Background: an optimization exercise with open tools, aiming at small area. Do not read the settings as production practice.
At most, simulation tests tie the RTL to the original design; equivalence was not proved.
Power and IR drop assume default switching activity.

==> run M: inputs <==
==> flow/design.v (excerpt) <==
module lottery(
	input clk,
	input [4:0] W1, W2, W3, W4, N_in,
	input reset, scan,
	output SYSRDY, winner, not_a_win, RD_ERR,
	output [2:0] Eur100,
	output [3:0] Eur010, Eur001
);
==> module lottery, before the edit <==
module lottery(
	input clk,
	input [4:0] W1, W2, W3, W4, N_in,
	input reset, scan,
	output SYSRDY, winner, not_a_win, RD_ERR,
	output [2:0] Eur100,
	output [3:0] Eur010, Eur001
);
	assign RD_ERR = err;
	assign SYSRDY = (W1 != 0) && (W2 != 0) && (W3 != 0) && (W4 != 0) &&
	                (W1 != W2) && (W1 != W3) && (W1 != W4) &&
	                (W2 != W3) && (W2 != W4) && (W3 != W4);
	reg [4:0] b1, b2, b3;    
	reg [2:0] line;          
	reg [1:0] n;             
	reg [1:0] h;             
	reg err, f;              
	reg [2:0] sh;            
	reg [3:0] st;            
	reg [2:0] sq;            
	reg sr;                  
	wire rd   = scan && SYSRDY && (N_in != 0);
	wire dup1 = (N_in == b1);
	wire dup2 = (N_in == b2);
	wire dup3 = (N_in == b3);
	wire dup  = (n[1] | n[0]) & dup1 | n[1] & dup2 | n[1] & n[0] & dup3;
	wire take = rd && (line != 0) && !dup;             
	wire hit  = (N_in == W1) || (N_in == W2) || (N_in == W3) || (N_in == W4);
	wire [2:0] hn = (n == 0) ? {2'b0, hit} : {1'b0, h} + {2'b0, hit};
	wire add  = take && (n == 3) && !f;                
	wire p1   = add && (hn == 1);                      
	wire p5   = add && (hn >= 2);                      
	wire p20  = add && (hn >= 3);                      
	wire p100 = add && hn[2];                          
	wire       qw = p1 & sq[2];                        
	wire [2:0] qn = p1 ? {sq[1] & sq[0], sq[1] ^ sq[0], ~sq[0] & ~sq[2]} : sq;
	wire       rt = p5 | qw;                           
	wire       uc = sr & rt;                           
	wire [4:0] ts = st + {p20, 1'b0} + uc;
	wire       tc = (ts >= 10);
	wire [3:0] tn = tc ? ts - 10 : ts[3:0];
	wire [2:0] hs = sh + p100 + tc;
	always @(posedge clk or negedge reset) begin
		if (!reset) begin
			line <= 0;
			n <= 0;
			err <= 0;
			f <= 0;
		end
		else if (scan && SYSRDY) begin
			if (N_in == 0)
				err <= 1;
			else if (line == 0) begin
				if (N_in > 6)
					err <= 1;
				else begin
					line <= N_in[2:0];
					err <= 0;
				end
			end
			else if (dup)
				err <= 1;
			else begin
				n <= n + 1;
				if (n != 0)
					err <= 0;
				if (n == 3) begin
					line <= line - 1;
					if (line == 1)
						f <= 1;
				end
			end
		end
	end
	always @(posedge clk) begin
		if (take) begin
			b1 <= N_in;
			b2 <= b1;
			b3 <= b2;
			h <= hn[1:0];
		end
	end
	wire clr = rd && (line == 0) && !f;
	always @(posedge clk) begin
		if (clr) begin
			sh <= 0;
			st <= 0;
			sq <= 0;
			sr <= 0;
		end
		else begin
			sh <= hs;
			st <= tn;
			sq <= qn;
			sr <= sr ^ rt;
		end
	end
	wire [3:0] su = sq + (sr ? 4'd5 : 4'd0);
	wire nz = (sh != 0) || (st != 0) || (sq != 0) || sr;
	assign winner    = f & nz;
	assign not_a_win = f & !nz;
	assign Eur100 = f ? sh : 3'd0;
	assign Eur010 = f ? st : 4'd0;
	assign Eur001 = f ? su : 4'd0;
endmodule
clock: 15.0 ns
lec_check: 0
cap_margin: 0
core_margin: 2
core_utilization: 40
place_density: 0.6
slew_margin: 0
standard.sh (not shown) runs the stock make flow with config.mk's settings and CLKGATE_MAP_FILE= SYNTH_SCRIPT=/design/flow/synth_recipe.tcl, a recipe that flattens the netlist after the stock synthesis.
==> flow/flow/run.sh <==
#!/bin/bash
# The standard synthesis, its combinational logic mapped again for area by ABC
# (flip-flops untouched; four ABC runs with different seeds, the smallest kept),
# then the standard layout with the smallest buffer on every input and output
# port and a small clock tree. Each tool's output goes to a log file here.
set -euo pipefail
R=orfs/results/$FLOW_PLATFORM/lottery/base
export LIB=$FLOW_HOME/platforms/$FLOW_PLATFORM/lib/sky130_fd_sc_hd__tt_025C_1v80.lib
bash standard.sh synth > make_synth.log 2>&1
cp $R/1_2_yosys.v standard_synth.v
python3 flow/mkmodels.py $LIB models.v > mkmodels.log 2>&1
export ABC_DONT_USE="$(for c in $(sed -n '/^export DONT_USE_CELLS/,/^$/p' $FLOW_HOME/platforms/$FLOW_PLATFORM/config.mk | grep -o 'sky130_fd_sc_hd__[a-z0-9_]*'); do printf -- '-dont_use %s ' $c; done)"
for s in 1 2 3 4; do
  printf 'strash\n&get -n\n&deepsyn -T 20 -S %s\n&put\ndch -f\namap\ntopo\n' $s > resynth_$s.abc
  ABC_SCRIPT=resynth_$s.abc NETLIST_IN=standard_synth.v NETLIST_OUT=resynth_$s.v yosys -c flow/resynth.tcl > yosys_resynth_$s.log 2>&1 &
done
wait
best=$(for s in 1 2 3 4; do a=$(grep -o "Chip area for module '.lottery': [0-9.]*" yosys_resynth_$s.log | awk '{print $NF}'); [[ -n "$a" ]] && echo "$a $s"; done | sort -n | head -1 | awk '{print $2}')
echo "kept ABC run $best" > resynth_choice.log
grep "Chip area for module" yosys_resynth_*.log >> resynth_choice.log
cp resynth_$best.v $R/1_2_yosys.v
rm -f $R/1_synth.odb $R/1_synth.sdc
CTS="-sink_clustering_enable -repair_clock_nets -dont_use_dummy_load -buf_list sky130_fd_sc_hd__clkbuf_4 -sink_clustering_size 35 -sink_clustering_max_diameter 500"
bash standard.sh BUFFER_PORTS_ARGS="-buffer_cell sky130_fd_sc_hd__buf_1" CTS_ARGS="$CTS" finish > make_finish.log 2>&1
Other scripts of this flow, unchanged in this note and not shown: flow/flow/mkmodels.py, flow/flow/resynth.tcl
==> inputs of run H, as changes to run M <==
--- a/flow/design.v
+++ b/flow/design.v
@@ -36,9 +36,15 @@
 	wire [2:0] qn = p1 ? {sq[1] & sq[0], sq[1] ^ sq[0], ~sq[0] & ~sq[2]} : sq;
 	wire       rt = p5 | qw;                           
 	wire       uc = sr & rt;                           
-	wire [4:0] ts = st + {p20, 1'b0} + uc;
-	wire       tc = (ts >= 10);
-	wire [3:0] tn = tc ? ts - 10 : ts[3:0];
+	wire [2:0] k  = st[3:1];
+	wire       ke = uc & st[0];                        
+	wire       k1 = p20 ^ ke;                          
+	wire       k2 = p20 & ke;                          
+	wire [2:0] kp1 = {k[1] & k[0], k[1] ^ k[0], ~k[0] & ~k[2]};
+	wire [2:0] kp2 = {k[1] & ~k[0], ~k[1] & ~k[2], (k[0] & ~k[1]) | k[2]};
+	wire [2:0] kn = k2 ? kp2 : k1 ? kp1 : k;
+	wire       tc = k2 ? (k[2] | (k[1] & k[0])) : k1 & k[2];
+	wire [3:0] tn = {kn, st[0] ^ uc};
 	wire [2:0] hs = sh + p100 + tc;
 	always @(posedge clk or negedge reset) begin
 		if (!reset) begin
@@ -77,25 +83,34 @@
 			b1 <= N_in;
 			b2 <= b1;
 			b3 <= b2;
-			h <= hn[1:0];
+			h <= (n == 0) ? {1'b0, hit} : {h[1] | (h[0] & hit), h[0] ^ hit};
 		end
 	end
 	wire clr = rd && (line == 0) && !f;
+	reg [2:0] shi, sqi;
+	reg [3:0] sti;
+	reg sri;
+	always @(*) begin
+		sh = ~shi;
+		st = ~sti;
+		sq = ~sqi;
+		sr = ~sri;
+	end
 	always @(posedge clk) begin
 		if (clr) begin
-			sh <= 0;
-			st <= 0;
-			sq <= 0;
-			sr <= 0;
+			shi <= 3'b111;
+			sti <= 4'b1111;
+			sqi <= 3'b111;
+			sri <= 1'b1;
 		end
 		else begin
-			sh <= hs;
-			st <= tn;
-			sq <= qn;
-			sr <= sr ^ rt;
+			shi <= ~hs;
+			sti <= ~tn;
+			sqi <= ~qn;
+			sri <= ~(sr ^ rt);
 		end
 	end
-	wire [3:0] su = sq + (sr ? 4'd5 : 4'd0);
+	wire [3:0] su = sr ? {sq[2] | (sq[1] & sq[0]), ~sq[2] & ~(sq[1] & sq[0]), sq[0] ^ sq[1], ~sq[0]} : {1'b0, sq};
 	wire nz = (sh != 0) || (st != 0) || (sq != 0) || sr;
 	assign winner    = f & nz;
 	assign not_a_win = f & !nz;
==> flow/flow/run.sh (replaced) <==
#!/bin/bash
# The standard synthesis, its combinational logic mapped again for area by ABC
# (flip-flops untouched), then the standard layout with the smallest buffer on
# every input and output port and a small clock tree.
# ABC runs with sixteen seeds; the four smallest netlists are each taken through
# placement, clock tree and global routing in a trial folder (the repairs there
# can add buffers), and the one with the smallest cell area is laid out.
# Each tool's output goes to a log file here or in the trial folders.
set -euo pipefail
R=orfs/results/$FLOW_PLATFORM/lottery/base
export LIB=$FLOW_HOME/platforms/$FLOW_PLATFORM/lib/sky130_fd_sc_hd__tt_025C_1v80.lib
CTS="-sink_clustering_enable -repair_clock_nets -dont_use_dummy_load -buf_list sky130_fd_sc_hd__clkbuf_4 -sink_clustering_size 35 -sink_clustering_max_diameter 500"
BUFS="-buffer_cell sky130_fd_sc_hd__buf_1"

bash standard.sh synth > make_synth.log 2>&1
cp $R/1_2_yosys.v standard_synth.v
python3 flow/mkmodels.py $LIB models.v > mkmodels.log 2>&1
export ABC_DONT_USE="$(for c in $(sed -n '/^export DONT_USE_CELLS/,/^$/p' $FLOW_HOME/platforms/$FLOW_PLATFORM/config.mk | grep -o 'sky130_fd_sc_hd__[a-z0-9_]*'); do printf -- '-dont_use %s ' $c; done)"
for batch in "1 2 3 4" "5 6 7 8" "9 10 11 12" "13 14 15 16"; do
  for s in $batch; do
    printf 'strash\n&get -n\n&deepsyn -T 20 -S %s\n&put\ndch -f\namap\ntopo\n' $s > resynth_$s.abc
    ABC_SCRIPT=resynth_$s.abc NETLIST_IN=standard_synth.v NETLIST_OUT=resynth_$s.v yosys -c flow/resynth.tcl > yosys_resynth_$s.log 2>&1 &
  done
  wait || true
done
for s in $(seq 1 16); do
  a=$(grep -o "Chip area for module '.lottery': [0-9.]*" yosys_resynth_$s.log | awk '{print $NF}' || true)
  [[ -n "$a" && -s resynth_$s.v ]] && echo "$a $s"
done | sort -n -k1,1 -u | head -4 > resynth_top.txt

# trial layouts up to global routing, in folders of their own
for s in $(awk '{print $2}' resynth_top.txt); do
  (
    T=$PWD/trial_$s
    mkdir -p $T
    sed -e "s#WORK_HOME=[^ ]*#WORK_HOME=$T/orfs#" -e '/^if \[\[/,$d' standard.sh > $T/trial.sh
    TR=$T/orfs/results/$FLOW_PLATFORM/lottery/base
    bash $T/trial.sh synth > $T/make_synth.log 2>&1
    cp resynth_$s.v $TR/1_2_yosys.v
    rm -f $TR/1_synth.odb $TR/1_synth.sdc
    bash $T/trial.sh BUFFER_PORTS_ARGS="$BUFS" CTS_ARGS="$CTS" grt > $T/make_grt.log 2>&1
    printf 'read_db %s\nreport_design_area\n' $TR/5_1_grt.odb > $T/area.tcl
    openroad -no_init -exit $T/area.tcl > $T/area.log 2>&1
  ) &
done
wait || true
best=$(for s in $(awk '{print $2}' resynth_top.txt); do
  a=$(grep -o "Design area [0-9.]*" trial_$s/area.log | awk '{print $3}' || true)
  [[ -n "$a" ]] && echo "$a $s"
done | sort -n | head -1 | awk '{print $2}')
[[ -n "$best" ]] || best=$(head -1 resynth_top.txt | awk '{print $2}')
{ echo "kept ABC run $best"; cat resynth_top.txt; grep -H "Design area" trial_*/area.log || true; } > resynth_choice.log

cp resynth_$best.v $R/1_2_yosys.v
rm -f $R/1_synth.odb $R/1_synth.sdc
bash standard.sh BUFFER_PORTS_ARGS="$BUFS" CTS_ARGS="$CTS" finish > make_finish.log 2>&1
GPL_TIMING_DRIVEN = 0   (was unset)
==> inputs of run G, as changes to run M <==
--- a/flow/design.v
+++ b/flow/design.v
@@ -36,9 +36,15 @@
 	wire [2:0] qn = p1 ? {sq[1] & sq[0], sq[1] ^ sq[0], ~sq[0] & ~sq[2]} : sq;
 	wire       rt = p5 | qw;                           
 	wire       uc = sr & rt;                           
-	wire [4:0] ts = st + {p20, 1'b0} + uc;
-	wire       tc = (ts >= 10);
-	wire [3:0] tn = tc ? ts - 10 : ts[3:0];
+	wire [2:0] k  = st[3:1];
+	wire       ke = uc & st[0];                        
+	wire       k1 = p20 ^ ke;                          
+	wire       k2 = p20 & ke;                          
+	wire [2:0] kp1 = {k[1] & k[0], k[1] ^ k[0], ~k[0] & ~k[2]};
+	wire [2:0] kp2 = {k[1] & ~k[0], ~k[1] & ~k[2], (k[0] & ~k[1]) | k[2]};
+	wire [2:0] kn = k2 ? kp2 : k1 ? kp1 : k;
+	wire       tc = k2 ? (k[2] | (k[1] & k[0])) : k1 & k[2];
+	wire [3:0] tn = {kn, st[0] ^ uc};
 	wire [2:0] hs = sh + p100 + tc;
 	always @(posedge clk or negedge reset) begin
 		if (!reset) begin
@@ -65,8 +71,8 @@
 				if (n != 0)
 					err <= 0;
 				if (n == 3) begin
-					line <= line - 1;
-					if (line == 1)
+					line <= {line[2] & (line[1] | line[0]), line[1] ~^ line[0], ~line[0]};
+					if (!line[2] && !line[1])
 						f <= 1;
 				end
 			end
@@ -77,25 +83,34 @@
 			b1 <= N_in;
 			b2 <= b1;
 			b3 <= b2;
-			h <= hn[1:0];
+			h <= (n == 0) ? {1'b0, hit} : {h[1] | (h[0] & hit), h[0] ^ hit};
 		end
 	end
 	wire clr = rd && (line == 0) && !f;
+	reg [2:0] shi, sqi;
+	reg [3:0] sti;
+	reg sri;
+	always @(*) begin
+		sh = ~shi;
+		st = ~sti;
+		sq = ~sqi;
+		sr = ~sri;
+	end
 	always @(posedge clk) begin
 		if (clr) begin
-			sh <= 0;
-			st <= 0;
-			sq <= 0;
-			sr <= 0;
+			shi <= 3'b111;
+			sti <= 4'b1111;
+			sqi <= 3'b111;
+			sri <= 1'b1;
 		end
 		else begin
-			sh <= hs;
-			st <= tn;
-			sq <= qn;
-			sr <= sr ^ rt;
+			shi <= ~hs;
+			sti <= ~tn;
+			sqi <= ~qn;
+			sri <= ~(sr ^ rt);
 		end
 	end
-	wire [3:0] su = sq + (sr ? 4'd5 : 4'd0);
+	wire [3:0] su = sr ? {sq[2] | (sq[1] & sq[0]), ~sq[2] & ~(sq[1] & sq[0]), sq[0] ^ sq[1], ~sq[0]} : {1'b0, sq};
 	wire nz = (sh != 0) || (st != 0) || (sq != 0) || sr;
 	assign winner    = f & nz;
 	assign not_a_win = f & !nz;
==> flow/flow/run.sh (replaced) <==
#!/bin/bash
# The standard synthesis, its combinational logic mapped again for area by ABC
# (flip-flops untouched), then the standard layout with the smallest buffer on
# every input and output port and a small clock tree.
# ABC runs with sixteen seeds; the four smallest netlists are each taken through
# placement, clock tree and global routing in a trial folder (the repairs there
# can add buffers), and the one with the smallest cell area is laid out.
# Each tool's output goes to a log file here or in the trial folders.
set -euo pipefail
R=orfs/results/$FLOW_PLATFORM/lottery/base
export LIB=$FLOW_HOME/platforms/$FLOW_PLATFORM/lib/sky130_fd_sc_hd__tt_025C_1v80.lib
CTS="-sink_clustering_enable -repair_clock_nets -dont_use_dummy_load -buf_list sky130_fd_sc_hd__clkbuf_4 -sink_clustering_size 35 -sink_clustering_max_diameter 500"
BUFS="-buffer_cell sky130_fd_sc_hd__buf_1"

bash standard.sh synth > make_synth.log 2>&1
cp $R/1_2_yosys.v standard_synth.v
python3 flow/mkmodels.py $LIB models.v > mkmodels.log 2>&1
export ABC_DONT_USE="$(for c in $(sed -n '/^export DONT_USE_CELLS/,/^$/p' $FLOW_HOME/platforms/$FLOW_PLATFORM/config.mk | grep -o 'sky130_fd_sc_hd__[a-z0-9_]*'); do printf -- '-dont_use %s ' $c; done)"
for batch in "1 2 3 4" "5 6 7 8" "9 10 11 12" "13 14 15 16"; do
  for s in $batch; do
    printf 'strash\n&get -n\n&deepsyn -T 20 -S %s\n&put\ndch -f\namap\ntopo\n' $s > resynth_$s.abc
    ABC_SCRIPT=resynth_$s.abc NETLIST_IN=standard_synth.v NETLIST_OUT=resynth_$s.v yosys -c flow/resynth.tcl > yosys_resynth_$s.log 2>&1 &
  done
  wait || true
done
for s in $(seq 1 16); do
  a=$(grep -o "Chip area for module '.lottery': [0-9.]*" yosys_resynth_$s.log | awk '{print $NF}' || true)
  [[ -n "$a" && -s resynth_$s.v ]] && echo "$a $s"
done | sort -n -k1,1 -u | head -4 > resynth_top.txt

# trial layouts up to global routing, in folders of their own
for s in $(awk '{print $2}' resynth_top.txt); do
  (
    T=$PWD/trial_$s
    mkdir -p $T
    sed -e "s#WORK_HOME=[^ ]*#WORK_HOME=$T/orfs#" -e '/^if \[\[/,$d' standard.sh > $T/trial.sh
    TR=$T/orfs/results/$FLOW_PLATFORM/lottery/base
    bash $T/trial.sh synth > $T/make_synth.log 2>&1
    cp resynth_$s.v $TR/1_2_yosys.v
    rm -f $TR/1_synth.odb $TR/1_synth.sdc
    bash $T/trial.sh BUFFER_PORTS_ARGS="$BUFS" CTS_ARGS="$CTS" grt > $T/make_grt.log 2>&1
    printf 'read_db %s\nreport_design_area\n' $TR/5_1_grt.odb > $T/area.tcl
    openroad -no_init -exit $T/area.tcl > $T/area.log 2>&1
  ) &
done
wait || true
best=$(for s in $(awk '{print $2}' resynth_top.txt); do
  a=$(grep -o "Design area [0-9.]*" trial_$s/area.log | awk '{print $3}' || true)
  [[ -n "$a" ]] && echo "$a $s"
done | sort -n | head -1 | awk '{print $2}')
[[ -n "$best" ]] || best=$(head -1 resynth_top.txt | awk '{print $2}')
{ echo "kept ABC run $best"; cat resynth_top.txt; grep -H "Design area" trial_*/area.log || true; } > resynth_choice.log

cp resynth_$best.v $R/1_2_yosys.v
rm -f $R/1_synth.odb $R/1_synth.sdc
bash standard.sh BUFFER_PORTS_ARGS="$BUFS" CTS_ARGS="$CTS" finish > make_finish.log 2>&1
GPL_TIMING_DRIVEN = 0   (was unset)
==> qor summary <==
Result of the run: run G timing/DRC/antenna clean; run M timing/DRC/antenna clean; run H timing/DRC/antenna clean
Routed length per placed instance: run G 16.7 µm; run M 15.5 µm; run H 16.0 µm
Hold path cells: run G 0; run M 2; run H 1
Number of global-route vias before repair: run G 2,336; run M 2,283; run H 2,129
Starting DRT DRC Count: run G 133; run M 176; run H 184
Hold WS: run G 481 ps; run M 469 ps; run H 483 ps
Slew margin rel.: run G 0.317; run M 0.331; run H 0.255
Global routing met1 resource utilization: run G 0.284; run M 0.288; run H 0.313
Last weighted congestion value of the routability-driven placer: run G 0.957; run M 0.918; run H 0.955
Cell row count: run G 26; run M 27; run H 26
Fraction of power spent switching nets: run G 0.341; run M 0.337; run H 0.336
Number of nets at the end of the flow: run G 344; run M 360; run H 340
Capturing point of the worst reg2reg path: run G shi[2]; run M sh[2]; run H shi[2]
Mapped cell area: run G 2180 µm²; run M 2240 µm²; run H 2180 µm²
Power drawn by the combinational cells: run G 66.6 µW; run M 64.3 µW; run H 66.5 µW
Clk_skew: run G 25.9 ps; run M 12.5 ps; run H 34.1 ps
Initial standard-cell utilization of the core: run G 0.422; run M 0.409; run H 0.421
Post-DR vias/cell: run G 6.07; run M 6.03; run H 6.04
Wire length the detailed router placed on met1: run G 2.87 mm; run M 2.91 mm; run H 2.94 mm
Hold wc startpoint: run G b1[1]; run M st[2]; run H line[2]
Worst reg2reg path depth: run G 19; run M 24; run H 18
Detailed placer's ending HPWL: run G 4.83 mm; run M 4.79 mm; run H 4.54 mm
Endpoint of the worst setup timing path: run G shi[2]; run M SYSRDY; run H SYSRDY
Syn-to-layout area delta: run G 13.1%; run M 13.1%; run H 13.1%
Total die area: run G 6070 µm²; run M 6210 µm²; run H 6050 µm²
Internal Dissipation: run G 161 µW; run M 162 µW; run H 162 µW
First-pass GRT wire length: run G 10.9 mm; run M 10.6 mm; run H 10.1 mm
No functional check of the RTL was part of run G.

## re-timing with driven ports
Ports are ideal in the flow. The routed layouts listed here were re-timed in OpenROAD. Step 1: set_driving_cell puts a clkbuf_16 on clk and a buf_2 on each other input, an assumption about the parent block. Step 2 also shifts input and output timing later by t, the mid clock arrival at the registers, as if the neighbouring blocks saw the same clock. a / b / c = no drivers / after step 1 / after step 2; a / b = the first two.
run | t, ns | setup WS [ns] | hold slack, ns | cell pins on the clock port's net
run M | 0.351 | 6.684 / 6.662 / 6.662 | 0.469 / 0.469 / 0.469 | 1
run H | 0.345 | 6.830 / 6.805 / 6.589 | 0.483 / 0.483 / 0.483 | 1
run G | 0.353 | 6.698 / 6.699 / 6.346 | 0.481 / 0.481 / 0.481 | 1
After both steps every run listed still meets setup and hold. For run G, which loses most, drivers alone change the setup slack by +0.001 ns; drivers and shift together by -0.352 ns.
